Source: an optimization exercise on an open RTL-to-GDS flow (aim: small area). Production flows keep margins and buffers that such runs may drop. The RTL was checked by simulation tests, not by an equivalence proof against the original design. No activity file was given, so power comes from the tool's default toggle rates.

## flow/config.mk

```make
export PLATFORM = sky130hd
export DESIGN_NAME = m68k_periph
export DESIGN_NICKNAME = m68k_periph
export VERILOG_FILES = /design/flow/design.v
export SDC_FILE = /design/flow/constraint.sdc
export NUM_CORES = 4
export LEC_CHECK = 0
export CAP_MARGIN = 20
export CORE_MARGIN = 2
export CORE_UTILIZATION = 40
export SLEW_MARGIN = 20
```

## flow/constraint.sdc

```tcl
create_clock -name core_clock -period 10.0 [get_ports {clk}]
set_input_delay 2.0000 -clock core_clock [delete_from_list [all_inputs] [get_ports {clk}]]
set_output_delay 2.0000 -clock core_clock [all_outputs]
set_load 0.01 [all_outputs]
```

## flow/design.v

```verilog
`timescale 1ns / 1ps
module m68k_periph(
	input clk,
	input reset_n,
	input  [31:0] bus_addr,
	input  [15:0] bus_wdata,
	output [15:0] bus_rdata,
	input  bus_uds,
	input  bus_lds,
	input  bus_rw,
	output bus_ack,
	output [2:0] ipl_n,
	output tx,
	input rx,
	output [7:0] leds,
	output [17:0] ram_addr,
	input  [31:0] ram_data_read,
	output [31:0] ram_data_write,
	output ram_data_is_output,
	output [1:0] ram_ce_n,
	output [1:0] ram_ub_n,
	output [1:0] ram_lb_n,
	output [1:0] ram_we_n,
	output [1:0] ram_oe_n,
	input spi_miso,
	output spi_mosi,
	output spi_clk,
	output [2:0] spi_cs_n
);
	wire uds = bus_uds;
	wire lds = bus_lds;
	wire rw = bus_rw;
	wire [15:0] wd = bus_wdata;
	wire [6:0] a71 = bus_addr[7:1];
	wire strobe = uds | lds;
	wire io_page = (bus_addr[31:20] == 12'h001) && (bus_addr[19:11] == 9'd0);
	wire sel_ram  = strobe && (bus_addr[31:20] == 12'h000);
	wire sel_uart = strobe && io_page && (bus_addr[10:8] == 3'd0);
	wire sel_leds = strobe && io_page && (bus_addr[10:8] == 3'd1);
	wire sel_spi  = strobe && io_page && (bus_addr[10:8] == 3'd2);
	wire sel_tmr  = strobe && io_page && (bus_addr[10:8] == 3'd3);
	wire sel_int  = strobe && io_page && (bus_addr[10:8] == 3'd4);
	wire sel_iack = strobe && (&bus_addr[31:4]);
	reg [1:0] ph;
	always @(posedge clk) begin
		if (~reset_n || ~strobe)
			ph <= 2'd0;
		else if (ph != 2'd3)
			ph <= ph + 2'd1;
	end
	reg ram_rd;       
	reg ram_w0;       
	reg [3:0] ram_be;  
	always @(posedge clk) begin
		ram_rd <= reset_n & sel_ram & rw & ~ph[1];
		ram_w0 <= reset_n & sel_ram & ~rw & (ph == 2'd0);
		ram_be <= {4{reset_n & sel_ram & ~rw}} &
			{ bus_addr[1] & uds, bus_addr[1] & lds, ~bus_addr[1] & uds, ~bus_addr[1] & lds };
	end
	wire ram_w1 = ram_w0 & (ram_be[3] | ram_be[2]);
	wire ram_w0b = ram_w0 & (ram_be[1] | ram_be[0]);
	assign ram_addr = bus_addr[19:2];
	assign ram_oe_n = {2{~ram_rd}};
	assign ram_we_n = { ~ram_w1, ~ram_w0b };
	assign ram_ce_n = { ~(ram_rd | ram_w1), ~(ram_rd | ram_w0b) };
	assign ram_ub_n = { ~(ram_rd | (ram_w0 & ram_be[3])), ~(ram_rd | (ram_w0 & ram_be[1])) };
	assign ram_lb_n = { ~(ram_rd | (ram_w0 & ram_be[2])), ~(ram_rd | (ram_w0 & ram_be[0])) };
	assign ram_data_is_output = ram_w0;
	reg [15:0] rd;
	assign ram_data_write = {
		{8{ram_be[3]}} & rd[15:8], {8{ram_be[2]}} & rd[7:0],
		{8{ram_be[1]}} & rd[15:8], {8{ram_be[0]}} & rd[7:0] };
	wire [15:0] ram_half = bus_addr[1] ? ram_data_read[31:16] : ram_data_read[15:0];
	localparam TICK = 7'd108;  
	localparam TX_IDLE = 4'd0, TX_STOP1 = 4'd1, TX_STOP2 = 4'd2, TX_LAST = 4'd3,
		TX_DONE = 4'd4, TX_START = 4'd7;  
	reg [6:0] baud;
	reg [3:0] txs;
	reg [7:0] tx_reg;
	reg tx_start;
	wire tick = (baud == TICK);
	wire tx_idle = (txs == TX_IDLE) || (txs == TX_DONE);
	wire tx_active = ~tx_idle || tx_start;
	wire tx_send_tick = (txs == TX_DONE);
	always @(posedge clk) begin
		if (~reset_n || tx_start || tick)
			baud <= 7'd0;
		else
			baud <= baud + 7'd1;
	end
	always @(posedge clk) begin
		tx_start <= reset_n & sel_uart & ~rw & (a71 == 7'd1) & lds & ~tx_active;
	end
	always @(posedge clk) begin
		if (~reset_n) begin
			txs <= TX_IDLE;
		end else if (tx_idle) begin
			txs <= TX_IDLE;
			if (tx_start) begin
				tx_reg <= wd[7:0];
				txs <= TX_START;
			end
		end else if (txs == TX_LAST) begin
			txs <= TX_DONE;
		end else if (tick) begin
			txs <= (txs == 4'd15) ? TX_STOP1 : txs + 4'd1;
		end
	end
	assign tx = txs[3] ? tx_reg[txs[2:0]] : (txs != TX_START);
	localparam RX_IDLE = 4'd0, RX_AVAIL = 4'd1, RX_STOP = 4'd2, RX_START = 4'd7;
	reg [6:0] baud_rx;
	reg baud_start;
	reg [3:0] rxs;
	reg [7:0] rx_reg;
	wire tick_rx = (baud_rx == TICK / 2);
	wire rx_idle = (rxs == RX_IDLE) || (rxs == RX_AVAIL);
	wire rx_avail_tick = (rxs == RX_AVAIL);
	always @(posedge clk) begin
		if (~reset_n || baud_start || baud_rx == TICK)
			baud_rx <= 7'd0;
		else
			baud_rx <= baud_rx + 7'd1;
	end
	always @(posedge clk) begin
		baud_start <= reset_n & rx_idle & ~rx;
	end
	always @(posedge clk) begin
		if (~reset_n) begin
			rxs <= RX_IDLE;
			rx_reg <= 8'd0;
		end else if (rx_idle) begin
			rxs <= rx ? RX_IDLE : RX_START;
		end else if (tick_rx) begin
			if (rxs == RX_START)
				rxs <= rx ? RX_IDLE : 4'd8;
			else if (rxs == RX_STOP)
				rxs <= rx ? RX_AVAIL : RX_IDLE;
			else begin
				rx_reg <= { rx, rx_reg[7:1] };
				rxs <= (rxs == 4'd15) ? RX_STOP : rxs + 4'd1;
			end
		end
	end
	reg [7:0] fb0, fb1, fb2, fb3;
	reg [1:0] rd_idx, wr_idx;
	reg fifo_ne;
	reg pop_now;      
	reg stat_read;    
	reg rx_ovf;
	wire fifo_full = (wr_idx == rd_idx) && fifo_ne;
	wire fifo_push = rx_avail_tick && ~fifo_full;
	wire fifo_pop = pop_now && fifo_ne && ~fifo_push;
	wire [1:0] rd_idx_next = rd_idx + 2'd1;
	wire [7:0] fifo_out = rd_idx[1] ? (rd_idx[0] ? fb3 : fb2) : (rd_idx[0] ? fb1 : fb0);
	always @(posedge clk) begin
		if (~reset_n) begin
			rd_idx <= 2'd0;
			wr_idx <= 2'd0;
			fifo_ne <= 1'b0;
		end else if (fifo_push) begin
			wr_idx <= wr_idx + 2'd1;
			fifo_ne <= 1'b1;
		end else if (fifo_pop) begin
			rd_idx <= rd_idx_next;
			fifo_ne <= (wr_idx != rd_idx_next);
		end
	end
	wire [7:0] fifo_din = {8{reset_n}} & rx_reg;
	always @(posedge clk) begin
		if (~reset_n || (fifo_push && wr_idx == 2'd0)) fb0 <= fifo_din;
		if (~reset_n || (fifo_push && wr_idx == 2'd1)) fb1 <= fifo_din;
		if (~reset_n || (fifo_push && wr_idx == 2'd2)) fb2 <= fifo_din;
		if (~reset_n || (fifo_push && wr_idx == 2'd3)) fb3 <= fifo_din;
	end
	always @(posedge clk) begin
		pop_now <= reset_n & sel_uart & rw & (a71 == 7'd1) & lds & (ph == 2'd0);
		stat_read <= reset_n & sel_uart & rw & (a71 == 7'd3) & lds;
	end
	always @(posedge clk) begin
		if (~reset_n || stat_read)
			rx_ovf <= 1'b0;
		else if (rx_avail_tick && fifo_full)
			rx_ovf <= 1'b1;
	end
	wire [7:0] uart_status = { 5'd0, rx_ovf, tx_active, fifo_ne };
	reg ack_uart;
	always @(posedge clk) begin
		ack_uart <= reset_n & (rw ? (a71 < 7'd4) :
			((a71 == 7'd0) | (a71 == 7'd2) | (a71 == 7'd3) | ((a71 == 7'd1) & sel_uart & ~tx_active)));
	end
	reg [7:0] leds_r;
	assign leds = leds_r;
	always @(posedge clk) begin
		if (~reset_n)
			leds_r <= 8'd0;
		else if (sel_leds & ~rw & (a71 == 7'd0) & uds)
			leds_r <= wd[15:8];
	end
	reg [7:0] spi_cnt;
	reg [2:0] spi_div;
	reg [2:0] spi_cs;
	reg [8:0] spi_sr;   
	reg [3:0] spi_st;   
	reg spi_clk_r;
	reg spi_start;
	wire spi_active = (spi_st != 4'd0);
	wire sclk = spi_active & spi_cnt[spi_div];
	wire spi_pe = sclk & ~spi_clk_r;
	wire spi_ne = ~sclk & spi_clk_r;
	wire spi_wr_data = sel_spi & ~rw & (a71 == 7'd1) & lds & ~spi_active;
	wire spi_wr_ctl = sel_spi & ~rw & (a71 == 7'd3) & lds & ~spi_active;
	assign spi_clk = sclk;
	assign spi_mosi = spi_active & (spi_clk_r ? spi_sr[8] : spi_sr[7]);
	assign spi_cs_n = (spi_cs == 3'd1) ? 3'b110 :
	                  (spi_cs == 3'd2) ? 3'b101 :
	                  (spi_cs == 3'd3) ? 3'b011 : 3'b111;
	always @(posedge clk) begin
		spi_clk_r <= sclk;
		spi_start <= reset_n & spi_wr_data;
	end
	always @(posedge clk) begin
		if (~reset_n) begin
			spi_div <= 3'd0;
			spi_cs <= 3'd0;
		end else if (spi_wr_ctl) begin
			spi_div <= wd[3:1];
			spi_cs <= wd[6:4];
		end
	end
	always @(posedge clk) begin
		if (~reset_n)
			spi_cnt <= 8'd0;
		else if (spi_active)
			spi_cnt <= spi_cnt + 8'd1;
	end
	always @(posedge clk) begin
		if (~reset_n)
			spi_st <= 4'd0;
		else if (~spi_active) begin
			if (spi_start)
				spi_st <= 4'd1;
		end else if (spi_ne)
			spi_st <= (spi_st == 4'd8) ? 4'd0 : spi_st + 4'd1;
	end
	always @(posedge clk) begin
		if (~reset_n)
			spi_sr <= 9'd0;
		else if (spi_wr_data)
			spi_sr[7:0] <= wd[7:0];
		else if (spi_pe)
			spi_sr <= { spi_sr[7:0], spi_miso };
	end
	reg ack_spi;
	always @(posedge clk) begin
		ack_spi <= reset_n & ((a71 == 7'd0) | (a71 == 7'd2) |
			((a71 == 7'd3) & (rw | (sel_spi & ~spi_active))) |
			((a71 == 7'd1) & sel_spi & ~spi_active));
	end
	reg [15:0] tcnt;
	reg [3:0] tdiv;
	reg ten;
	reg tclk_r;
	reg [31:0] cmp;
	reg [31:0] timer;
	reg tovf_r;
	reg [15:0] td;    
	wire tclk = tcnt[tdiv];
	wire ttick = tclk & ~tclk_r;
	wire teq = (timer == cmp);
	wire tovf = ten & teq;
	wire tmr_int = tovf & ~tovf_r;
	wire tw = sel_tmr & ~rw;
	always @(posedge clk) begin
		tclk_r <= tclk;
		tovf_r <= tovf;
	end
	always @(posedge clk) begin
		if (~reset_n)
			{ tdiv, ten } <= 5'd0;
		else if (tw & (a71 == 7'd5) & lds)
			{ tdiv, ten } <= wd[4:0];
	end
	always @(posedge clk) begin
		if (~reset_n)
			tcnt <= 16'd0;
		else if (ten)
			tcnt <= tcnt + 16'd1;
	end
	always @(posedge clk) begin
		if (~reset_n) begin
			cmp <= 32'd0;
		end else begin
			if (tw & (a71 == 7'd2) & uds) cmp[31:24] <= wd[15:8];
			if (tw & (a71 == 7'd2) & lds) cmp[23:16] <= wd[7:0];
			if (tw & (a71 == 7'd3) & uds) cmp[15:8] <= wd[15:8];
			if (tw & (a71 == 7'd3) & lds) cmp[7:0] <= wd[7:0];
		end
	end
	always @(posedge clk) begin
		if (~reset_n) begin
			timer <= 32'd0;
		end else if (ten & ttick) begin
			timer <= teq ? 32'd0 : timer + 32'd1;
		end else begin
			if (tw & (a71 == 7'd0) & uds) timer[31:24] <= wd[15:8];
			if (tw & (a71 == 7'd0) & lds) timer[23:16] <= wd[7:0];
			if (tw & (a71 == 7'd1) & uds) timer[15:8] <= wd[15:8];
			if (tw & (a71 == 7'd1) & lds) timer[7:0] <= wd[7:0];
		end
	end
	always @(posedge clk) begin
		if (~reset_n) begin
			td <= 16'd0;
		end else if (sel_tmr & rw) begin
			if (uds) begin
				case (a71)
					7'd0: td[15:8] <= timer[31:24];
					7'd1: td[15:8] <= timer[15:8];
					7'd2: td[15:8] <= cmp[31:24];
					7'd3: td[15:8] <= cmp[15:8];
					7'd4: td[15:8] <= 8'd1;
					7'd5: td[15:8] <= 8'd3;
					default: ;
				endcase
			end
			if (lds) begin
				case (a71)
					7'd0: td[7:0] <= timer[23:16];
					7'd1: td[7:0] <= timer[7:0];
					7'd2: td[7:0] <= cmp[23:16];
					7'd3: td[7:0] <= cmp[7:0];
					7'd4: td[7:0] <= 8'd2;
					7'd5: td[7:0] <= 8'd4;
					default: ;
				endcase
			end
		end
	end
	reg gie;
	reg [7:0] int_en;
	reg [7:0] int_status;
	wire [2:0] interrupts = { tx_send_tick, rx_avail_tick, tmr_int };
	wire iw = sel_int & ~rw & lds;
	always @(posedge clk) begin
		if (~reset_n) begin
			gie <= 1'b0;
			int_en <= 8'd0;
		end else begin
			if (iw & (a71 == 7'd1)) gie <= wd[0];
			if (iw & (a71 == 7'd3)) int_en <= wd[7:0];
		end
	end
	always @(posedge clk) begin
		if (~reset_n)
			int_status <= 8'd0;
		else if (gie && (interrupts != 3'd0))
			int_status[2:0] <= int_status[2:0] | (int_en[2:0] & interrupts);
		else if (iw & (a71 == 7'd5))
			int_status <= wd[7:0];
	end
	wire [2:0] int_masked = int_en[2:0] & int_status[2:0];
	assign ipl_n = ~gie ? 3'b111 :
		(int_masked[0] | int_masked[1]) ? 3'd6 :
		int_masked[2] ? 3'd5 : 3'b111;
	reg ack_int;
	always @(posedge clk) begin
		ack_int <= reset_n & (a71 <= 7'd5);
	end
	always @(posedge clk) begin
		if (reset_n & sel_ram) begin
			if (~rw)
				rd <= wd;
			else if (~ph[1])
				rd <= ram_half;
		end else if (reset_n & sel_uart) begin
			rd <= { 8'd0, a71[1] ? (a71[0] ? uart_status : 8'd0) : (a71[0] ? fifo_out : 8'd0) };
		end else if (reset_n & sel_leds) begin
			rd <= { leds_r, 8'd0 };
		end else if (reset_n & sel_spi) begin
			rd <= { 8'd0, a71[1] ? (a71[0] ? { 1'b0, spi_cs, spi_div, spi_active } : 8'd0) :
			                       (a71[0] ? spi_sr[7:0] : 8'd0) };
		end else if (reset_n & sel_int) begin
			rd <= { 8'd0, ~a71[0] ? 8'd0 : a71[2] ? int_status : a71[1] ? int_en : { 7'd0, gie } };
		end else begin
			rd <= 16'd0;
		end
	end
	assign bus_rdata = sel_tmr ? td : rd;
	assign bus_ack =
		sel_ram  ? (rw ? (ph == 2'd3) : ph[1]) :
		sel_uart ? ack_uart :
		sel_leds ? ((ph != 2'd0) & (a71 == 7'd0)) :
		sel_spi  ? ack_spi :
		sel_tmr  ? (ph != 2'd0) :
		sel_int  ? ack_int :
		sel_iack;
endmodule
```

## flow/flow/run.sh

```bash
#!/bin/bash
# Standard ORFS layout with smaller port buffers and a clock tree without
# dummy loads. Synthesis, floorplan, power grid and tap cells are the standard flow's own.
set -euo pipefail
export BUFFER_PORTS_ARGS="-buffer_cell sky130_fd_sc_hd__buf_1"
export CTS_ARGS="-sink_clustering_enable -repair_clock_nets -dont_use_dummy_load -buf_list {sky130_fd_sc_hd__clkbuf_2 sky130_fd_sc_hd__clkbuf_4}"
bash standard.sh finish > orfs_make.log 2>&1
```

## flow/standard.sh

```bash
#!/bin/bash
# synth_recipe.tcl (not shown) runs the flow's synth.tcl, then flattens the netlist and writes it again
# the make line also repeats each setting of config.mk as NAME=value (left out here)
make -C /OpenROAD-flow-scripts/flow DESIGN_CONFIG=/design/flow/config.mk WORK_HOME=/design/flow/orfs CLKGATE_MAP_FILE= SYNTH_SCRIPT=/design/flow/synth_recipe.tcl "${@:-finish}"
```

==> impl_metrics.toml, run 1 <==
[route]
vias_per_cell = 5.59
drt_iter0_drc = 969
routedWlPerCell_um = 19.2
dr.pass1.iters = 5
drcViolationCount = 0
vias = 12400
antenna_left = 0
wl_um = 42700

[cells_and_area]
reg_top3 = "cmp (32), timer (32)"
layout.nets = 1879
fin_util_pct = 44.8
drive_gt1_share_pct = 8.60
syn2layout_area_growth_pct = 10.1
nFillCells = 3460

[yosys]
ys_warn_count = 1
syn-num-nets = 1719
yosysTopAreaCell = "dfxtp_1"
synth_compound_area_share_pct = 13.6
synth.cell_area_mm2 = 0.0140
yosys-top-cells-count = "nand2_1, dfxtp_1, nor2_1, mux2i_1, a21oi_1"
yosys_register_bits = 264
synth-adder-area-share_pct = 1.96
avgSynthCellArea_um2 = 8.72
synthXorXnorAreaFrac_pct = 4.49
netlist.area_leader.share_pct = 29.7
synth_top_family_by_area = "simple AND/OR/NAND/NOR gates"
synth_most_common_cell = "nand2_1"
async_flop_share_pct = 0
ys.flop_type = "dfxtp_1"
synth_edf_count = 56
yosysSeqAreaShare_pct = 41.6
synth.area.top_cells = "dfxtp_1, edfxtp_1, mux2i_1"
synth_cells = 1610
synth-simple-area-share_pct = 22.8
ys_types = 84
synth_mux_area_share_pct = 10.5

[critical_path]
setup.worst_path.end_class = "output pin"
path_buf_inv = 2
setup.worst_path.class = "input pin to output pin"
path_delay_family = "simple AND/OR/NAND/NOR gates"
max_stage_delay_ps = 680
path_common_cell = "buf_1"
crit_fanout = 16
crit_chain = "buf_1 > nor4_2 > nand2b_1 > nor3_1 > o21bai_1 > a211oi_1 > a221oi_1 > o21ai_0 > buf_1"
start_kind = "input pin"
arrival_ps = 4890
cp_slowest_cell = "nor3_1"
crit_required_ps = 8000
worstSetupPathDepth = 9
reg2reg_depth = 8

[sta]
min_period_ps = 6890
rsz0062_at_grt = "false"
fmax_mhz = 145
hold_viol_final = 0
final_max_slew_viol_count = 0
slew_headroom_pct = 32.9
finClkSkew_ps = 82.6
setup_violations = 0
period_share_pct = 68.9
final.setup.tns_ps = 0
worst_pin_slew_ps = 1000

[die]
core-area_mm2 = 0.0345
initial_core_util_pct = 40.6
std_cell_rows = 68
die_x_um = 191
io_pins = 182
dieArea_mm2 = 0.0366
die_y_um = 191

[global_route]
antenna_found_initial = 2
gr-total-overflow = 0
grt.total_usage_pct = 23.2
grt_max_degree = 74
grt_pass1_vias = 11900
grt_pass1_wl_um = 65700

[clock_network]
ctsHoldBuffers = 0
path_clk_slew_ps = 50
cts_root_buf = "clkbuf_4"
htree_levels = 3
cts_buffer_depth = 3
postCtsResizedCells = 0
cts_made_buffers = 73
cts_tree = "yes"
clock_latency_ps = 740
cts.sinks = 264
post_cts_buffers = 0

[placement]
io_buffers = 179
place_congestion = 0.924
hpwl_um = 30500

[pwr]
leakagePower_nw = 6.22
ir_drop_v = 0.0000895
p_per_area_mw_per_mm2 = 134

[min_path]
hold_path_depth = 2
hold_path.class = "flop to flop"

[status]
outcome = "finished clean"

[run]
max-cap-violations = 0
==> power breakdown <==
| part | switching, W | internal, W |
|---|---|---|
| clock network | 0.000409 | 0.000331 |
| registers | 0.0000178 | 0.00110 |
| logic | 0.000132 | 0.0000716 |
| total | 0.000559 | 0.00151 |
==> final cells by class <==
| cell class | instances | area [um^2] | area share, % |
|---|---|---|---|
| inverter | 46 | 175 | 1.13 |
| tap | 455 | 569 | 3.68 |
| clock buffer | 73 | 548 | 3.54 |
| timing repair buffer | 200 | 835 | 5.40 |
| multi-input combinational | 1185 | 7480 | 48.4 |
| antenna | 1 | 2.50 | 0.0162 |
| sequential | 264 | 5850 | 37.8 |
==> layer usage <==
metal	global-route usage (%)	vias up	part of all wire (%)
li1	-	5959	-
met4	10.9	0	4.0
met3	4.11	105	7.4
met2	37.0	529	45
met1	30.5	5832	44
met5	0	-	0
==> worst register-to-register path: stages (launching register included) <==
cell	delay (ps)
dfxtp_1	490
mux4_2	550
mux4_2	490
nand3b_1	110
buf_4	350
inv_2	120
nand2b_1	720
o21ai_0	230
a32o_1	250
==> cell families (layout without fill, tap and decap cells) <==
group           count (synthesis)  count (layout)
compound gates                303             303
mux                           125             125
fa+ha+maj                      22              22
other cells                     1               2
xor+xnor                       72              72
buf+inv                       161             319
simple gates                  662             662
flops                         264             264
==> layout by cell type, fill, tap and decap left out, types with 4 or more instances in the layout <==
cell,n
a32oi_1,7
ha_1,22
nor3_1,15
mux2i_1,104
buf_4,21
nand4_1,24
o31a_1,14
a211oi_1,8
nand3b_1,4
mux4_2,17
o21ai_0,70
o221ai_1,8
a221oi_1,8
a31oi_1,6
mux2_2,4
xor2_1,60
and3_1,22
nor2_1,184
nand2_1,240
o22ai_1,21
buf_1,175
clkbuf_2,4
a22oi_1,14
a311oi_1,5
and2_1,52
nand2b_1,14
clkbuf_4,73
nand3_1,42
a21oi_1,102
nor2b_1,11
nor4_1,14
and4_1,4
edfxtp_1,56
o21ai_1,5
dfxtp_1,208
xnor2_1,12
inv_1,43
==> path summary, 6_finish.rpt <==
path	endpoint	startpoint	slack, ps
worst max-delay path	bus_ack	bus_addr[5]	3110
worst min-delay path	td[2]	td[2]	460
worst max register to register	timer[29]	tdiv[2]	6600
worst min register to register	td[2]	td[2]	460
==> metrics by stage <==
| step | cell area (um^2) | power (W) | hold slack (ps) | instances | worst slack [ps] |
|---|---|---|---|---|---|
| final | 15500 | 0.00206 | 455 | 2224 | 3110 |
| after global placement | 14900 | 0.00134 | 439 | 2150 | 3130 |
| after floorplan | 14000 | 0.00127 | 373 | 1610 | 4120 |
| after global routing | 15500 | 0.00216 | 460 | 2224 | 2810 |
| after CTS | 15500 | 0.00209 | 442 | 2223 | 3090 |
| after detailed placement | 14900 | 0.00134 | 447 | 2150 | 3090 |
==> run 2: changes to the inputs <==
==> flow/flow/run.sh (replaced) <==
#!/bin/bash
set -euo pipefail
export BUFFER_PORTS_ARGS="-buffer_cell sky130_fd_sc_hd__buf_1"
export CTS_ARGS="-sink_clustering_enable -repair_clock_nets -dont_use_dummy_load -sink_clustering_size 30 -sink_clustering_max_diameter 150 -buf_list {sky130_fd_sc_hd__clkbuf_8 sky130_fd_sc_hd__clkbuf_16}"
bash standard.sh finish > orfs_make.log 2>&1
==> impl_metrics.toml, run 2 <==
[status]
outcome = "finished clean"

[sta]
min_period_ps = 6880
fmax_mhz = 145
worst_pin_slew_ps = 1040
period_share_pct = 68.8
final.setup.tns_ps = 0
hold_viol_final = 0
slew_headroom_pct = 30.7
finClkSkew_ps = 61.0
setup_violations = 0
rsz0062_at_grt = "false"
final_max_slew_viol_count = 0

[placement]
place_congestion = 0.924
placed_cells = 2150
io_buffers = 179
dpl-instance-area_mm2 = 0.0149
hpwl_um = 30500

[global_route]
grt_pass1_vias = 11400
gr-total-overflow = 0
grt_max_degree = 74
grt.total_usage_pct = 22.6
grt_pass1_wl_um = 64600
antenna_found_initial = 2

[yosys]
synth_edf_count = 56
synth.area.top_cells = "dfxtp_1, edfxtp_1, mux2i_1"
synth_cells = 1610
synth.cell_area_mm2 = 0.0140
syn-num-nets = 1719
avgSynthCellArea_um2 = 8.72
yosysSeqAreaShare_pct = 41.6
synthXorXnorAreaFrac_pct = 4.49
ys.flop_type = "dfxtp_1"
yosys-top-cells-count = "nand2_1, dfxtp_1, nor2_1, mux2i_1, a21oi_1"
synth_top_family_by_area = "simple AND/OR/NAND/NOR gates"
yosys_register_bits = 264
synth-simple-area-share_pct = 22.8
synth_mux_area_share_pct = 10.5
yosysTopAreaCell = "dfxtp_1"
netlist.area_leader.share_pct = 29.7
synth-adder-area-share_pct = 1.96
synth_compound_area_share_pct = 13.6
ys_warn_count = 1
synth_most_common_cell = "nand2_1"
async_flop_share_pct = 0
ys_types = 84

[cells_and_area]
instances_no_fill = 2162
diodes = 0
reg_top3 = "cmp (32), timer (32)"
final_cell_mix = "nand2_1, dfxtp_1, nor2_1, buf_1, mux2i_1"
syn2layout_area_growth_pct = 8.35
drive_gt1_share_pct = 5.33
layout.nets = 1818
layout_commonest_cell = "nand2_1"
final_area_mm2 = 0.0152

[clock_network]
cts_tree = "yes"
cts_buffer_depth = 3
postCtsResizedCells = 0
clock_latency_ps = 520
ctsHoldBuffers = 0
post_cts_buffers = 0
path_clk_slew_ps = 110
cts.sinks = 264
cts_root_buf = "clkbuf_16"
htree_levels = 1
cts_made_buffers = 12

[die]
die_x_um = 191
dieArea_mm2 = 0.0366
core-area_mm2 = 0.0345
std_cell_rows = 68
die_y_um = 191
initial_core_util_pct = 40.6
io_pins = 182

[min_path]
hold_start = "rx_reg[2]"
hold_path_depth = 2
hold_path.class = "flop to flop"
min_to = "rx_reg[1]"

[route]
antenna_left = 0
routedWlPerCell_um = 19.5
dr.pass1.iters = 5
drcViolationCount = 0
wl_um = 42100
vias_per_cell = 5.59
drt_iter0_drc = 1065
vias = 12100

[critical_path]
reg2reg_depth = 8
r2r_slack_ps = 6550
r2r-start = "tdiv[2]"
crit_fanout = 16
arrival_ps = 4880
setup.worst_path.end_class = "output pin"
crit_required_ps = 8000
r2r_end = "timer[29]"
start_kind = "input pin"
setup.worst_path.class = "input pin to output pin"

[pwr]
ir_drop_v = 0.0000913
p_per_area_mw_per_mm2 = 124
leakagePower_nw = 6.03

[run]
max-cap-violations = 0
==> run 2: cells by family after synthesis <==
kind of cell | count (synthesis)
compound gates | 303
xor+xnor | 72
simple gates | 662
buf+inv | 161
flops | 264
fa+ha+maj | 22
mux | 125
other cells | 1
==> run 2: final cells by class <==
cell class | count | area [um^2]
Fill cell | 3441 | 19300
Multi-Input combinational cell | 1185 | 7480
Sequential cell | 264 | 5850
Timing Repair Buffer | 200 | 835
Tap cell | 455 | 569
Clock buffer | 12 | 300
Inverter | 46 | 175
==> run 2: power breakdown <==
part | switching [W] | internal, W
combinational | 0.000131 | 0.0000716
sequential | 0.0000177 | 0.00110
clock | 0.000341 | 0.000219
total | 0.000490 | 0.00139
==> run 2: stage by stage <==
stage / util (%) / setup WS, ps / hold WS [ps] / total power [W]
final: 44.0 / 3120 / 443 / 0.00188
after global routing: 44.0 / 2780 / 452 / 0.00195
after CTS: 44.0 / 3090 / 435 / 0.00189
after detailed placement: 43.2 / 3090 / 447 / 0.00134
after global placement: 43.2 / 3130 / 439 / 0.00134
after floorplan: - / 4120 / 373 / 0.00127
==> run 2: worst max-delay path by stage <==
stage | startpoint | endpoint | slack, ps
after floorplan | bus_addr[11] | bus_rdata[10] | 4120
after global placement | bus_addr[4] | bus_ack | 3130
after detailed placement | bus_addr[4] | bus_ack | 3090
after CTS | bus_addr[4] | bus_ack | 3090
after global routing | bus_addr[4] | bus_ack | 2780
final | bus_addr[5] | bus_ack | 3120
==> run 2: metal layers <==
metal / up-vias / GRT usage (%) / wire (um)
li1: 5817 / - / -
met1: 5736 / 31.2 / 19000
met2: 461 / 37.2 / 19000
met3: 69 / 2.26 / 2850
met4: 0 / 6.89 / 1190
met5: - / 0 / 0
==> run 2: critical path, stage by stage <==
cell      delay [ps]
buf_1            160
nor4_2           520
nand2b_1         540
nor3_1           680
o21bai_1         120
a211oi_1         260
a221oi_1          70
o21ai_0          290
buf_1            220
==> run 3: changes to the inputs <==
==> flow/run.sh (new file) <==
#!/bin/bash
# synth_recipe.tcl (not shown) runs the flow's synth.tcl, then flattens the netlist and writes it again
# the make line also repeats each setting of config.mk as NAME=value (left out here)
make -C /OpenROAD-flow-scripts/flow DESIGN_CONFIG=/design/flow/config.mk WORK_HOME=/design/flow/orfs CLKGATE_MAP_FILE= SYNTH_SCRIPT=/design/flow/synth_recipe.tcl finish
removed: flow/flow/run.sh
removed: flow/standard.sh
==> impl_metrics.toml, run 3 <==
[status]
outcome = "finished clean"

[critical_path]
setup.worst_path.class = "input pin to output pin"
setup.worst_path.start = "bus_addr[4]"
crit_required_ps = 8000
crit_fanout = 16
arrival_ps = 5870
setup.worst_path.end_class = "output pin"
r2r-start = "tdiv[2]"
start_kind = "input pin"

[route]
wl_um = 43500
vias = 12300
drt_iter0_drc = 972
vias_per_cell = 5.58
antenna_left = 0
routedWlPerCell_um = 19.8
dr.pass1.iters = 5
drcViolationCount = 0

[yosys]
async_flop_share_pct = 0
synth-adder-area-share_pct = 1.96
yosysTopAreaCell = "dfxtp_1"
netlist.area_leader.share_pct = 29.7
synth_cells = 1610
yosys-top-cells-count = "nand2_1, dfxtp_1, nor2_1, mux2i_1, a21oi_1"
synth_top_family_by_area = "simple AND/OR/NAND/NOR gates"
synth.cell_area_mm2 = 0.0140
ys_types = 84
ys.flop_type = "dfxtp_1"
yosys_register_bits = 264
synth_compound_area_share_pct = 13.6
yosysSeqAreaShare_pct = 41.6
synth_mux_area_share_pct = 10.5
synth.area.top_cells = "dfxtp_1, edfxtp_1, mux2i_1"
synth_edf_count = 56
synthXorXnorAreaFrac_pct = 4.49
syn-num-nets = 1719
ys_warn_count = 1
synth-simple-area-share_pct = 22.8
synth_most_common_cell = "nand2_1"
avgSynthCellArea_um2 = 8.72

[clock_network]
ctsHoldBuffers = 0
cts_root_buf = "clkbuf_16"
path_clk_slew_ps = 60
cts_buffer_depth = 3
cts.sinks = 264
htree_levels = 1
cts_tree = "yes"
cts_made_buffers = 29
postCtsResizedCells = 0
post_cts_buffers = 0
clock_latency_ps = 560

[cells_and_area]
layout_commonest_cell = "nand2_1"
syn2layout_area_growth_pct = 20.7
final_cell_mix = "nand2_1, dfxtp_1, nor2_1, clkdlybuf4s50_1, mux2i_1"
reg_top3 = "cmp (32), timer (32)"
drive_gt1_share_pct = 6.93
diodes = 0
layout.nets = 1832

[global_route]
grt_pass1_vias = 11800
grt_max_degree = 67
gr-total-overflow = 0
antenna_found_initial = 1
grt.total_usage_pct = 23.3
grt_pass1_wl_um = 66900

[placement]
hpwl_um = 31400
place_congestion = 0.891
io_buffers = 179

[pwr]
p_sw_w = 0.000590
switching_share_pct = 24.6
p_per_area_mw_per_mm2 = 142
combPwrFrac_pct = 9.4
ir_drop_v = 0.000130
seqPwrFrac_pct = 46.6
p_int_w = 0.00181
power.total_w = 0.00240
leakagePower_nw = 6.80
clkPwrFrac_pct = 44.0

[sta]
final_max_slew_viol_count = 0
fmax_mhz = 127
worst_pin_slew_ps = 1040
min_period_ps = 7870
hold_ws_ps = 460
final.setup.tns_ps = 0
hold_viol_final = 0
period_share_pct = 78.7
rsz0062_at_grt = "false"
slew_headroom_pct = 30.8
setup_violations = 0
finClkSkew_ps = 7.05

[die]
std_cell_rows = 68
dieArea_mm2 = 0.0366
initial_core_util_pct = 40.6
core-area_mm2 = 0.0345
die_x_um = 191
io_pins = 182
die_y_um = 191

[run]
max-cap-violations = 0

[min_path]
hold_path.class = "flop to flop"
hold_start = "td[6]"
## run 3: per-stage QoR
stage | std cells | util, % | worst slack, ps | area, um^2
after floorplan | 1610 | - | 4120 | 14000
after global placement | 2147 | 46.3 | 2250 | 16000
after detailed placement | 2147 | 46.3 | 2170 | 16000
after CTS | 2201 | 49.0 | 2150 | 16900
after global routing | 2201 | 49.0 | 2000 | 16900
final | 2201 | 49.0 | 2130 | 16900
## run 3: layout make-up
class	instances	area, um^2
Multi-Input combinational cell	1185	7480
Timing Repair Buffer	197	1910
Clock inverter	8	57.6
Fill cell	3361	17600
Clock buffer	46	895
Tap cell	455	569
Inverter	46	175
Sequential cell	264	5850
## run 3: kinds of logic (layout without fill, tap and decap cells)
kind of cell,Yosys count,after routing
simple gates,662,662
compound gates,303,303
flops,264,264
buf+inv,161,297
mux,125,125
xor+xnor,72,72
fa+ha+maj,22,22
other cells,1,1
## run 3: power groups by stage
stage               clock [W]  combinational [W]  sequential [W]
floorplan                   0           0.000137         0.00114
global placement            0           0.000222         0.00114
detailed placement          0           0.000224         0.00114
CTS                   0.00108           0.000224         0.00112
global route          0.00112           0.000244         0.00112
finish                0.00106           0.000225         0.00112
## run 3: worst paths after layout
path | endpoint | slack (ps) | cells past startpoint
worst max register to register | timer[29] | 6500 | 8
worst max-delay path | bus_ack | 2130 | 9
worst min-delay path | td[6] | 460 | 2
worst min register to register | td[6] | 460 | 2
## run 3: worst max-delay path, stage by stage
cell and delay (ps):
clkdlybuf4s50_1 500, nor4_2 630, nand2b_1 590, nor3_1 720, o21bai_1 120, a211oi_1 270
a221oi_1 80, o21ai_0 300, clkdlybuf4s50_1 640
## run 3: metal layers
layer  up-vias  global-route usage, %  routed length [um]
li1       5875                      -                   -
met1      5847                   31.2               19400
met2       470                   38.8               20000
met3        82                   3.58                2980
met4         0                   6.66                1130
met5         -                      0                   0
==> run 4: changes to the inputs <==
--- a/flow/config.mk
+++ b/flow/config.mk
@@ -6,6 +6,8 @@
 export NUM_CORES = 4
 export LEC_CHECK = 0
+export ABC_AREA = 1
 export CAP_MARGIN = 20
 export CORE_MARGIN = 2
-export CORE_UTILIZATION = 40
+export CORE_UTILIZATION = 60
+export CTS_BUF_LIST = sky130_fd_sc_hd__clkbuf_4 sky130_fd_sc_hd__clkbuf_8
 export SLEW_MARGIN = 20
==> impl_metrics.toml, run 4 <==
[yosys]
yosysTopAreaCell = "dfxtp_1"
synth_top_family_by_area = "simple AND/OR/NAND/NOR gates"
synth.cell_area_mm2 = 0.0149
synth.area.top_cells = "dfxtp_1, nand2_1, edfxtp_1"
synth_compound_area_share_pct = 15.7
ys_types = 55
ys_warn_count = 1
yosys-top-cells-count = "nand2_1, nor2_1, inv_1, dfxtp_1, o21ai_0"
synth-adder-area-share_pct = 1.84
async_flop_share_pct = 0
syn-num-nets = 2281
yosys_register_bits = 264
ys.flop_type = "dfxtp_1"
synthXorXnorAreaFrac_pct = 1.82
synth_edf_count = 56
netlist.area_leader.share_pct = 27.9
synth_mux_area_share_pct = 0.0670
synth_cells = 2172
synth-simple-area-share_pct = 30.8
yosysSeqAreaShare_pct = 39.1
avgSynthCellArea_um2 = 6.88
synth_most_common_cell = "nand2_1"

[clock_network]
postCtsResizedCells = 0
ctsHoldBuffers = 0
htree_levels = 2
post_cts_buffers = 0
cts_buffer_depth = 3
cts_made_buffers = 45
cts.sinks = 264
cts_root_buf = "clkbuf_8"
clock_latency_ps = 590
path_clk_slew_ps = 70
cts_tree = "yes"

[critical_path]
max_stage_delay_ps = 640
start_kind = "input pin"
crit_required_ps = 8000
arrival_ps = 5040
path_delay_family = "buffers and inverters"
crit_chain = "clkdlybuf4s50_1 > nor2_2 > nor3_4 > nand3_2 > nor2_4 > nand4_2 > inv_2 > nand2_1 > nand2_1 > clkdlybuf4s50_1"
cp_slowest_cell = "clkdlybuf4s50_1"
path_buf_inv = 3
setup.worst_path.end_class = "output pin"
setup.worst_path.class = "input pin to output pin"
crit_fanout = 18

[pwr]
combPwrFrac_pct = 9.3
clkPwrFrac_pct = 43.8
p_per_area_mw_per_mm2 = 135
ir_drop_v = 0.000146
seqPwrFrac_pct = 46.9
p_int_w = 0.00177
leakagePower_nw = 7.27
switching_share_pct = 26.0
p_sw_w = 0.000621
power.total_w = 0.00239

[sta]
worst_pin_slew_ps = 959
finClkSkew_ps = 46.0
fmax_mhz = 142
hold_viol_final = 0
hold_ws_ps = 386
final.setup.tns_ps = 0
final_max_slew_viol_count = 0
min_period_ps = 7040
period_share_pct = 70.4
rsz0062_at_grt = "false"
slew_headroom_pct = 35.9
setup_violations = 0

[min_path]
hold_path.class = "flop to flop"

[cells_and_area]
reg_top3 = "cmp (32), timer (32)"
final_cell_mix = "nand2_1, nor2_1, inv_1, dfxtp_1, o21ai_0"
final_area_mm2 = 0.0177
layout_commonest_cell = "nand2_1"
fin_util_pct = 72.5
syn2layout_area_growth_pct = 18.3
diodes = 0
layout.nets = 2414
drive_gt1_share_pct = 6.36

[die]
core-area_mm2 = 0.0244
io_pins = 182
dieArea_mm2 = 0.0262
initial_core_util_pct = 61.3
die_x_um = 162
std_cell_rows = 57
die_y_um = 162

[route]
routedWlPerCell_um = 18.0
dr.pass1.iters = 6
antenna_left = 0
drcViolationCount = 0
vias = 15400
drt_iter0_drc = 1601
wl_um = 48000
vias_per_cell = 5.78

[global_route]
gr-total-overflow = 0
grt_max_degree = 82
grt_pass1_wl_um = 74800
grt.total_usage_pct = 36.0
antenna_found_initial = 0
grt_pass1_vias = 14000

[placement]
dpl-instance-area_mm2 = 0.0167
hpwl_um = 35200
io_buffers = 179
place_congestion = 0.988

[run]
max-cap-violations = 0

[status]
outcome = "finished clean"
## run 4: cell types whose count changed in the layout (fill, tap and decap cells not counted), moves of 30 or more
cell and change:
and2_1 -52, o211ai_1 +32, clkbuf_16 -30, nand2_1 +271, o21ai_0 +119, clkbuf_8 +52, xor2_1 -40, mux2i_1 -103
inv_1 +234, nor3_1 +36, nand3_1 +62, nor2_1 +106
## run 4: stage by stage
step	setup WS [ps]	std cells
detailed placement	2990	2582
global placement	3020	2582
finish	2960	2665
global route	2830	2665
CTS	2980	2665
floorplan	4700	2172
## run 4: routing by layer
metal	up-vias	share of wire [%]	global-route usage, %
li1	7368	-	-
met1	7000	41	47.9
met5	-	0	0
met2	903	45	59.1
met3	120	11	6.79
met4	0	3.3	12.7
## run 4: kinds of logic after synthesis
kind of cell | Yosys count
adder cells (fa/ha/maj) | 22
AO/OA/AOI/OAI | 406
AND/OR/NAND/NOR | 1059
flip-flops | 264
buffers and inverters | 388
XOR/XNOR | 31
other | 1
multiplexers | 1
## run 4: path summary, 6_finish.rpt
check	start	end	slack, ps	depth (start not counted)
setup reg to reg	timer[10]	timer[8]	6970	15
setup / recovery	bus_uds	bus_rdata[1]	2960	10
hold / removal	stat_read	rx_ovf	390	1
hold reg to reg	stat_read	rx_ovf	390	1
## run 4: area by class of cell
class / count / area [um^2]
inverters: 291 / 1090
repair buffers: 183 / 1820
multi-input cells: 1520 / 7520
flip-flops and latches: 264 / 5850
clock buffers: 72 / 916
fillers: 2101 / 6710
clock inverters: 11 / 82.6
well taps: 324 / 405
## run 4: power by group through the flow
stage	registers, W	clock network, W	logic (W)
final	0.00112	0.00105	0.000223
after detailed placement	0.00114	0	0.000216
after floorplan	0.00114	0	0.000126
after global routing	0.00112	0.00110	0.000242
after CTS	0.00112	0.00105	0.000217
after global placement	0.00114	0	0.000209
==> run 5: changes to the inputs <==
--- a/flow/design.v
+++ b/flow/design.v
@@ -28,4 +28,16 @@
 	output [2:0] spi_cs_n
 );
+	function [31:0] inc;
+		input [31:0] x;
+		integer i;
+		reg c;
+		begin
+			c = 1'b1;
+			for (i = 0; i < 32; i = i + 1) begin
+				inc[i] = x[i] ^ c;
+				c = c & x[i];
+			end
+		end
+	endfunction
 	wire uds = bus_uds;
 	wire lds = bus_lds;
@@ -47,5 +59,5 @@
 			ph <= 2'd0;
 		else if (ph != 2'd3)
-			ph <= ph + 2'd1;
+			ph <= { ph[1] ^ ph[0], ~ph[0] };
 	end
 	reg ram_rd;       
@@ -87,5 +99,5 @@
 			baud <= 7'd0;
 		else
-			baud <= baud + 7'd1;
+			baud <= inc(baud);
 	end
 	always @(posedge clk) begin
@@ -104,5 +116,5 @@
 			txs <= TX_DONE;
 		end else if (tick) begin
-			txs <= (txs == 4'd15) ? TX_STOP1 : txs + 4'd1;
+			txs <= (txs == 4'd15) ? TX_STOP1 : inc(txs);
 		end
 	end
@@ -120,5 +132,5 @@
 			baud_rx <= 7'd0;
 		else
-			baud_rx <= baud_rx + 7'd1;
+			baud_rx <= inc(baud_rx);
 	end
 	always @(posedge clk) begin
@@ -138,5 +150,5 @@
 			else begin
 				rx_reg <= { rx, rx_reg[7:1] };
-				rxs <= (rxs == 4'd15) ? RX_STOP : rxs + 4'd1;
+				rxs <= (rxs == 4'd15) ? RX_STOP : inc(rxs);
 			end
 		end
@@ -151,5 +163,5 @@
 	wire fifo_push = rx_avail_tick && ~fifo_full;
 	wire fifo_pop = pop_now && fifo_ne && ~fifo_push;
-	wire [1:0] rd_idx_next = rd_idx + 2'd1;
+	wire [1:0] rd_idx_next = { rd_idx[1] ^ rd_idx[0], ~rd_idx[0] };
 	wire [7:0] fifo_out = rd_idx[1] ? (rd_idx[0] ? fb3 : fb2) : (rd_idx[0] ? fb1 : fb0);
 	always @(posedge clk) begin
@@ -159,5 +171,5 @@
 			fifo_ne <= 1'b0;
 		end else if (fifo_push) begin
-			wr_idx <= wr_idx + 2'd1;
+			wr_idx <= { wr_idx[1] ^ wr_idx[0], ~wr_idx[0] };
 			fifo_ne <= 1'b1;
 		end else if (fifo_pop) begin
@@ -186,5 +198,5 @@
 	reg ack_uart;
 	always @(posedge clk) begin
-		ack_uart <= reset_n & (rw ? (a71 < 7'd4) :
+		ack_uart <= reset_n & (rw ? (a71[6:2] == 5'd0) :
 			((a71 == 7'd0) | (a71 == 7'd2) | (a71 == 7'd3) | ((a71 == 7'd1) & sel_uart & ~tx_active)));
 	end
@@ -232,5 +244,5 @@
 			spi_cnt <= 8'd0;
 		else if (spi_active)
-			spi_cnt <= spi_cnt + 8'd1;
+			spi_cnt <= inc(spi_cnt);
 	end
 	always @(posedge clk) begin
@@ -241,5 +253,5 @@
 				spi_st <= 4'd1;
 		end else if (spi_ne)
-			spi_st <= (spi_st == 4'd8) ? 4'd0 : spi_st + 4'd1;
+			spi_st <= (spi_st == 4'd8) ? 4'd0 : inc(spi_st);
 	end
 	always @(posedge clk) begin
@@ -285,5 +297,5 @@
 			tcnt <= 16'd0;
 		else if (ten)
-			tcnt <= tcnt + 16'd1;
+			tcnt <= inc(tcnt);
 	end
 	always @(posedge clk) begin
@@ -301,5 +313,5 @@
 			timer <= 32'd0;
 		end else if (ten & ttick) begin
-			timer <= teq ? 32'd0 : timer + 32'd1;
+			timer <= teq ? 32'd0 : inc(timer);
 		end else begin
 			if (tw & (a71 == 7'd0) & uds) timer[31:24] <= wd[15:8];
@@ -365,5 +377,5 @@
 	reg ack_int;
 	always @(posedge clk) begin
-		ack_int <= reset_n & (a71 <= 7'd5);
+		ack_int <= reset_n & (a71[6:3] == 4'd0) & ~(a71[2] & a71[1]);
 	end
 	always @(posedge clk) begin
==> flow/flow/run.sh (new file) <==
#!/bin/bash
# The standard ORFS layout with three changes:
#  - synthesis: no prefix-adder extra map, no adder extraction, and an
#    area-oriented ABC script (flow/abc.script); registers are mapped exactly
#    as in the standard synthesis (dfflibmap runs before ABC, which only
#    remaps combinational logic);
#  - port buffers are sky130_fd_sc_hd__buf_1;
#  - clock tree: larger sink clusters, no dummy loads.
set -euo pipefail
W=$(pwd)
{
  head -n 1 synth_recipe.tcl
  cat <<'EOT'
proc abc {args} {
  set i [lsearch -exact $args -script]
  if {$i >= 0} { lset args [expr {$i + 1}] $::env(MY_ABC_SCRIPT) }
  yosys abc {*}$args
}
EOT
  tail -n +2 synth_recipe.tcl
} > my_synth.tcl
export MY_ABC_SCRIPT="$W/flow/abc.script"
export BUFFER_PORTS_ARGS="-buffer_cell sky130_fd_sc_hd__buf_1"
export CTS_ARGS="-sink_clustering_enable -repair_clock_nets -dont_use_dummy_load -sink_clustering_size 12 -sink_clustering_max_diameter 100 -buf_list {sky130_fd_sc_hd__clkbuf_4 sky130_fd_sc_hd__clkbuf_8}"
bash standard.sh SYNTH_SCRIPT="$W/my_synth.tcl" SYNTH_OPERATIONS_ARGS=-noshare ADDER_MAP_FILE= finish > orfs_make.log 2>&1
==> flow/flow/abc.script (new file) <==
strash
dc2
dch -f
amap
==> flow/standard.sh (new file) <==
#!/bin/bash
# synth_recipe.tcl (not shown) runs the flow's synth.tcl, then flattens the netlist and writes it again
# the make line also repeats each setting of config.mk as NAME=value (left out here)
make -C /OpenROAD-flow-scripts/flow DESIGN_CONFIG=/design/flow/config.mk WORK_HOME=/design/flow/orfs CLKGATE_MAP_FILE= SYNTH_SCRIPT=/design/flow/synth_recipe.tcl "${@:-finish}"
==> flow/config.mk (replaced) <==
export PLATFORM = sky130hd
export DESIGN_NAME = m68k_periph
export DESIGN_NICKNAME = m68k_periph
export VERILOG_FILES = /design/flow/design.v
export SDC_FILE = /design/flow/constraint.sdc
export NUM_CORES = 4
export LEC_CHECK = 0
export CAP_MARGIN = 20
export CORE_MARGIN = 2
export CORE_UTILIZATION = 40
export SLEW_MARGIN = 20
removed: flow/run.sh
==> impl_metrics.toml, run 5 <==
[status]
outcome = "finished clean"

[route]
vias_per_cell = 5.84
drt_iter0_drc = 1302
antenna_left = 0
dr.pass1.iters = 8
vias = 12000
wl_um = 40800
drcViolationCount = 0
routedWlPerCell_um = 19.8

[sta]
final.setup.tns_ps = 0
worst_pin_slew_ps = 1040
finClkSkew_ps = 70.2
hold_viol_final = 0
fmax_mhz = 148
final_max_slew_viol_count = 0
slew_headroom_pct = 30.8
rsz0062_at_grt = "false"
period_share_pct = 67.6
min_period_ps = 6760
setup_violations = 0

[clock_network]
clock_latency_ps = 600
cts.sinks = 264
postCtsResizedCells = 0
cts_made_buffers = 25
path_clk_slew_ps = 100
cts_root_buf = "clkbuf_8"
ctsHoldBuffers = 0
cts_buffer_depth = 3
post_cts_buffers = 0
htree_levels = 1
cts_tree = "yes"

[yosys]
synthXorXnorAreaFrac_pct = 0.0714
yosysSeqAreaShare_pct = 47.7
synth_top_family_by_area = "compound AO/OA/AOI/OAI gates"
async_flop_share_pct = 0
avgSynthCellArea_um2 = 8.42
yosysTopAreaCell = "dfxtp_1"
ys.flop_type = "dfxtp_1"
synth.area.top_cells = "dfxtp_1, edfxtp_1, nor2_1"
syn-num-nets = 1544
ys_warn_count = 1
netlist.area_leader.share_pct = 34.0
synth-simple-area-share_pct = 18.8
synth_cells = 1457
yosys-top-cells-count = "nor2_1, dfxtp_1, clkinv_1, nand2_1, o21ai_0"
synth_edf_count = 56
ys_types = 46
synth-adder-area-share_pct = 0
synth_mux_area_share_pct = 0
synth.cell_area_mm2 = 0.0123
synth_compound_area_share_pct = 26.0
yosys_register_bits = 264
synth_most_common_cell = "nor2_1"

[die]
die_y_um = 179
std_cell_rows = 64
dieArea_mm2 = 0.0321
core-area_mm2 = 0.0303
initial_core_util_pct = 40.4
die_x_um = 179
io_pins = 182

[placement]
hpwl_um = 29600
io_buffers = 179
place_congestion = 0.890

[cells_and_area]
multi_input_area_mm2 = 0.00553
final_cell_mix = "nor2_1, dfxtp_1, clkinv_1, buf_1, nand2_1"
diodes = 0
layout.nets = 1755
nFillCells = 2977
layout_commonest_cell = "nor2_1"
register_area_mm2 = 0.00585
reg_top3 = "cmp (32), timer (32)"
drive_gt1_share_pct = 3.42
syn2layout_area_growth_pct = 12.9

[critical_path]
r2r_slack_ps = 4140
reg2reg_depth = 34
crit_required_ps = 8000
r2r_end = "timer[31]"
endpoint = "bus_ack"
crit_fanout = 7
setup.worst_path.class = "input pin to output pin"
start_kind = "input pin"
setup.worst_path.end_class = "output pin"
setup.worst_path.start = "bus_lds"
r2r-start = "timer[0]"
arrival_ps = 4760

[global_route]
gr-total-overflow = 0
met2_usage_pct = 41.6
grt_util_met3_pct = 3.27
use_met1_pct = 33.1
grt.total_usage_pct = 24.7
antenna_found_initial = 0
grt_max_degree = 94
grt_pass1_vias = 10800
grt_pass1_wl_um = 61700
top_usage_layer = "met2"

[pwr]
leakagePower_nw = 4.30
p_per_area_mw_per_mm2 = 134
power.total_w = 0.00185
ir_drop_v = 0.000123

[run]
max-cap-violations = 0

[min_path]
hold_path.class = "flop to flop"
-- run 5: cell families (layout without fill, tap and decap cells) --
kind of cell	count (synthesis)	in the layout
XOR/XNOR	1	1
other	1	1
AND/OR/NAND/NOR	528	528
flip-flops	264	264
AO/OA/AOI/OAI	440	440
buffers and inverters	223	432
-- run 5: power by group --
part	internal [W]	switching [W]
registers	0.00110	0.0000130
clock network	0.000223	0.000357
logic	0.0000454	0.000111
total	0.00137	0.000481
-- run 5: layout make-up --
type | count | area share (%)
flip-flops and latches | 264 | 42.2
multi-input cells | 970 | 39.9
repair buffers | 204 | 6.25
inverters | 203 | 5.52
well taps | 396 | 3.58
clock buffers | 25 | 2.49
-- run 5: worst min path at each step --
stage,startpoint,endpoint,slack (ps),cells after the start
2_1_floorplan,stat_read,rx_ovf,370,1
3_3_place_gp,stat_read,rx_ovf,400,1
3_5_place_dp,stat_read,rx_ovf,380,1
4_1_cts,stat_read,rx_ovf,420,1
5_1_grt,stat_read,rx_ovf,430,1
6_report,stat_read,rx_ovf,420,1
-- run 5: metrics by stage --
| step | worst slack (ps) | cell area, um^2 | hold slack (ps) | std cells | utilization, % |
|---|---|---|---|---|---|
| floorplan | 2830 | 12300 | 367 | 1457 | - |
| global placement | 3290 | 13500 | 396 | 2036 | 44.4 |
| detailed placement | 3290 | 13500 | 383 | 2036 | 44.4 |
| CTS | 3290 | 13800 | 416 | 2061 | 45.5 |
| global route | 3110 | 13800 | 434 | 2062 | 45.6 |
| finish | 3240 | 13800 | 422 | 2062 | 45.6 |
-- run 5: routing by layer --
metal	wire length, um	part of all wire, %	vias to the layer above
li1	-	-	5805
met1	17400	43	5727
met2	19700	48	435
met3	2510	6.1	77
met4	1170	2.9	0
met5	0	0	-
-- run 5: critical path: stages --
cell	delay (ps)
buf_1	310
nor2_1	180
nor3_1	160
nand4_1	120
or4_1	470
or2_0	360
or3_1	460
o221a_1	270
o221ai_1	170
o21ai_0	110
buf_1	150
==> run 6: changes to the inputs <==
--- a/flow/flow/run.sh
+++ b/flow/flow/run.sh
@@ -22,4 +22,4 @@
 export MY_ABC_SCRIPT="$W/flow/abc.script"
 export BUFFER_PORTS_ARGS="-buffer_cell sky130_fd_sc_hd__buf_1"
-export CTS_ARGS="-sink_clustering_enable -repair_clock_nets -dont_use_dummy_load -sink_clustering_size 12 -sink_clustering_max_diameter 100 -buf_list {sky130_fd_sc_hd__clkbuf_4 sky130_fd_sc_hd__clkbuf_8}"
+export CTS_ARGS="-sink_clustering_enable -repair_clock_nets -dont_use_dummy_load -sink_clustering_size 20 -sink_clustering_max_diameter 150 -buf_list {sky130_fd_sc_hd__clkbuf_8 sky130_fd_sc_hd__clkbuf_16}"
 bash standard.sh SYNTH_SCRIPT="$W/my_synth.tcl" SYNTH_OPERATIONS_ARGS=-noshare ADDER_MAP_FILE= finish > orfs_make.log 2>&1
==> impl_metrics.toml, run 6 <==
[status]
outcome = "finished clean"

[global_route]
antenna_found_initial = 0
grt_pass1_wl_um = 61600
grt.total_usage_pct = 24.7
gr-total-overflow = 0
grt_pass1_vias = 10800
grt_max_degree = 94

[cells_and_area]
reg_top3 = "cmp (32), timer (32)"
drive_gt1_share_pct = 2.96
final_cell_mix = "nor2_1, dfxtp_1, clkinv_1, buf_1, nand2_1"
diodes = 0
layout_commonest_cell = "nor2_1"
final_area_mm2 = 0.0139
register_area_mm2 = 0.00585
nFillCells = 2971
syn2layout_area_growth_pct = 13.5
multi_input_area_mm2 = 0.00553
layout.nets = 1747

[die]
core-area_mm2 = 0.0303
dieArea_mm2 = 0.0321
die_x_um = 179
die_y_um = 179
io_pins = 182
std_cell_rows = 64
initial_core_util_pct = 40.4

[yosys]
yosysTopAreaCell = "dfxtp_1"
ys.flop_type = "dfxtp_1"
syn-num-nets = 1544
avgSynthCellArea_um2 = 8.42
synth_most_common_cell = "nor2_1"
synth.cell_area_mm2 = 0.0123
yosys-top-cells-count = "nor2_1, dfxtp_1, clkinv_1, nand2_1, o21ai_0"
ys_warn_count = 1
ys_types = 46
netlist.area_leader.share_pct = 34.0
async_flop_share_pct = 0
yosys_register_bits = 264
yosysSeqAreaShare_pct = 47.7
synth.area.top_cells = "dfxtp_1, edfxtp_1, nor2_1"
synth_cells = 1457
synth_edf_count = 56

[critical_path]
setup.worst_path.end_class = "output pin"
max_stage_delay_ps = 470
reg2reg_depth = 34
crit_required_ps = 8000
endpoint = "bus_ack"
r2r_slack_ps = 4160
setup.worst_path.start = "bus_lds"
cp_slowest_cell = "or4_1"
crit_chain = "buf_1 > nor2_1 > nor3_1 > nand4_1 > or4_1 > or2_0 > or3_1 > o221a_1 > o221ai_1 > o21ai_0 > buf_1"
start_kind = "input pin"
setup.worst_path.class = "input pin to output pin"
path_common_cell = "buf_1"
arrival_ps = 4690
r2r_end = "timer[31]"
crit_fanout = 7
r2r-start = "timer[0]"

[route]
antenna_left = 0
routedWlPerCell_um = 19.8
vias_per_cell = 5.87
drcViolationCount = 0
dr.pass1.iters = 6
vias = 12100
drt_iter0_drc = 1305
wl_um = 40600

[run]
max-cap-violations = 0

[sta]
min_period_ps = 6690
fmax_mhz = 149
rsz0062_at_grt = "false"
setup_violations = 0
period_share_pct = 66.9
final.setup.tns_ps = 0
slew_headroom_pct = 30.5
worst_pin_slew_ps = 1040
finClkSkew_ps = 48.2
hold_viol_final = 0
final_max_slew_viol_count = 0

[pwr]
ir_drop_v = 0.000106
leakagePower_nw = 4.33
p_per_area_mw_per_mm2 = 139

[clock_network]
cts_root_buf = "clkbuf_16"
postCtsResizedCells = 0
cts.sinks = 264
path_clk_slew_ps = 90
cts_tree = "yes"
cts_buffer_depth = 3
htree_levels = 1
clock_latency_ps = 520
cts_made_buffers = 17
ctsHoldBuffers = 0
post_cts_buffers = 0

[placement]
io_buffers = 179
place_congestion = 0.890
dpl-instance-area_mm2 = 0.0135
hpwl_um = 29600

[min_path]
hold_start = "stat_read"
hold_path_depth = 1
hold_path.class = "flop to flop"
==> run 6: changes by cell type in the layout (fill, tap and decap cells not counted) <==
cell / delta
clkbuf_8: -25
clkbuf_16: +17
==> run 6: kinds of logic after synthesis <==
group | count (synthesis) | synth area share, %
AO/OA/AOI/OAI | 440 | 26.0
XOR/XNOR | 1 | 0.0714
buffers and inverters | 223 | 7.44
flip-flops | 264 | 47.7
other | 1 | 0.0306
AND/OR/NAND/NOR | 528 | 18.8
==> run 6: cell type report <==
type,count,area share [%]
Sequential cell,264,42.0
Multi-Input combinational cell,970,39.7
Timing Repair Buffer,204,6.21
Inverter,203,5.49
Tap cell,396,3.56
Clock buffer,17,3.06
==> run 6: power by group <==
part | switching (W) | internal [W] | total [W]
logic | 0.000110 | 0.0000454 | 0.000155
clock network | 0.000357 | 0.000303 | 0.000661
registers | 0.0000131 | 0.00110 | 0.00111
==> run 6: how the worst min path moves through the flow <==
stage,to,slack [ps]
after floorplan,rx_ovf,370
after global placement,rx_ovf,400
after detailed placement,rx_ovf,380
after CTS,rx_ovf,380
after global routing,rx_ovf,400
final,rx_ovf,390
==> run 6: worst max-delay path: cells and delay by family <==
family / cells / cell delay, ps
AOI/OAI and AO/OA: 3 / 560
and+or+nand+nor: 6 / 1700
buffers and inverters: 2 / 440
==> run 6: per-stage QoR <==
stage / worst slack, ps / power, W / std cells / utilization (%) / hold WS [ps]
after detailed placement: 3290 / 0.00129 / 2036 / 44.4 / 383
after global routing: 3120 / 0.00200 / 2054 / 45.9 / 404
final: 3310 / 0.00193 / 2054 / 45.9 / 393
after global placement: 3290 / 0.00129 / 2036 / 44.4 / 396
after CTS: 3290 / 0.00194 / 2053 / 45.8 / 383
after floorplan: 2830 / 0.00123 / 1457 / - / 367
==> run 6: routing by layer <==
layer | track usage, % | vias to the layer above | routed length (um)
met4 | 7.09 | 0 | 1170
met5 | 0 | - | 0
met3 | 2.57 | 72 | 2580
met2 | 41.4 | 469 | 19500
li1 | - | 5796 | -
met1 | 33.6 | 5718 | 17300

==> port drivers added, routing unchanged <==
In the flow no input, the clock included, has a driving cell. The finished layouts below were timed again as built, in two steps. Step 1 sets driving cells, clkbuf_16 on the clock port and buf_2 on the other inputs (assumed; they add their load-dependent delay and slew). Step 2 adds t to the input delays and takes it off the output delays; t is the mean of the earliest and latest rising clock arrival at the registers after step 1. Input paths then give back, and output paths get back, about the clock's delay inside the block. a / b / c = ideal / step 1 / step 2; a / b = the first two.
| run | shift t [ns] | slack for setup (ns) | clock arrival spread, ns | worst slew at a driven data input, ns |
|---|---|---|---|---|
| run 1 | 0.746 | 3.112 / 3.085 / 3.085 | 0.082 / 0.082 | 0.05 |
| run 2 | 0.540 | 3.122 / 3.096 / 3.096 | 0.062 / 0.062 | 0.04 |
| run 3 | 0.609 | 2.131 / 2.111 / 2.111 | 0.009 / 0.008 | 0.06 |
| run 4 | 0.615 | 2.965 / 2.903 / 2.903 | 0.046 / 0.046 | 0.06 |
| run 5 | 0.619 | 3.243 / 3.215 / 3.215 | 0.070 / 0.070 | 0.07 |
| run 6 | 0.546 | 3.305 / 3.277 / 3.213 | 0.049 / 0.049 | 0.07 |
After both steps setup and hold are still met in every run listed. For run 6, which loses most, drivers alone change the setup slack by -0.028 ns; drivers and shift together by -0.092 ns.
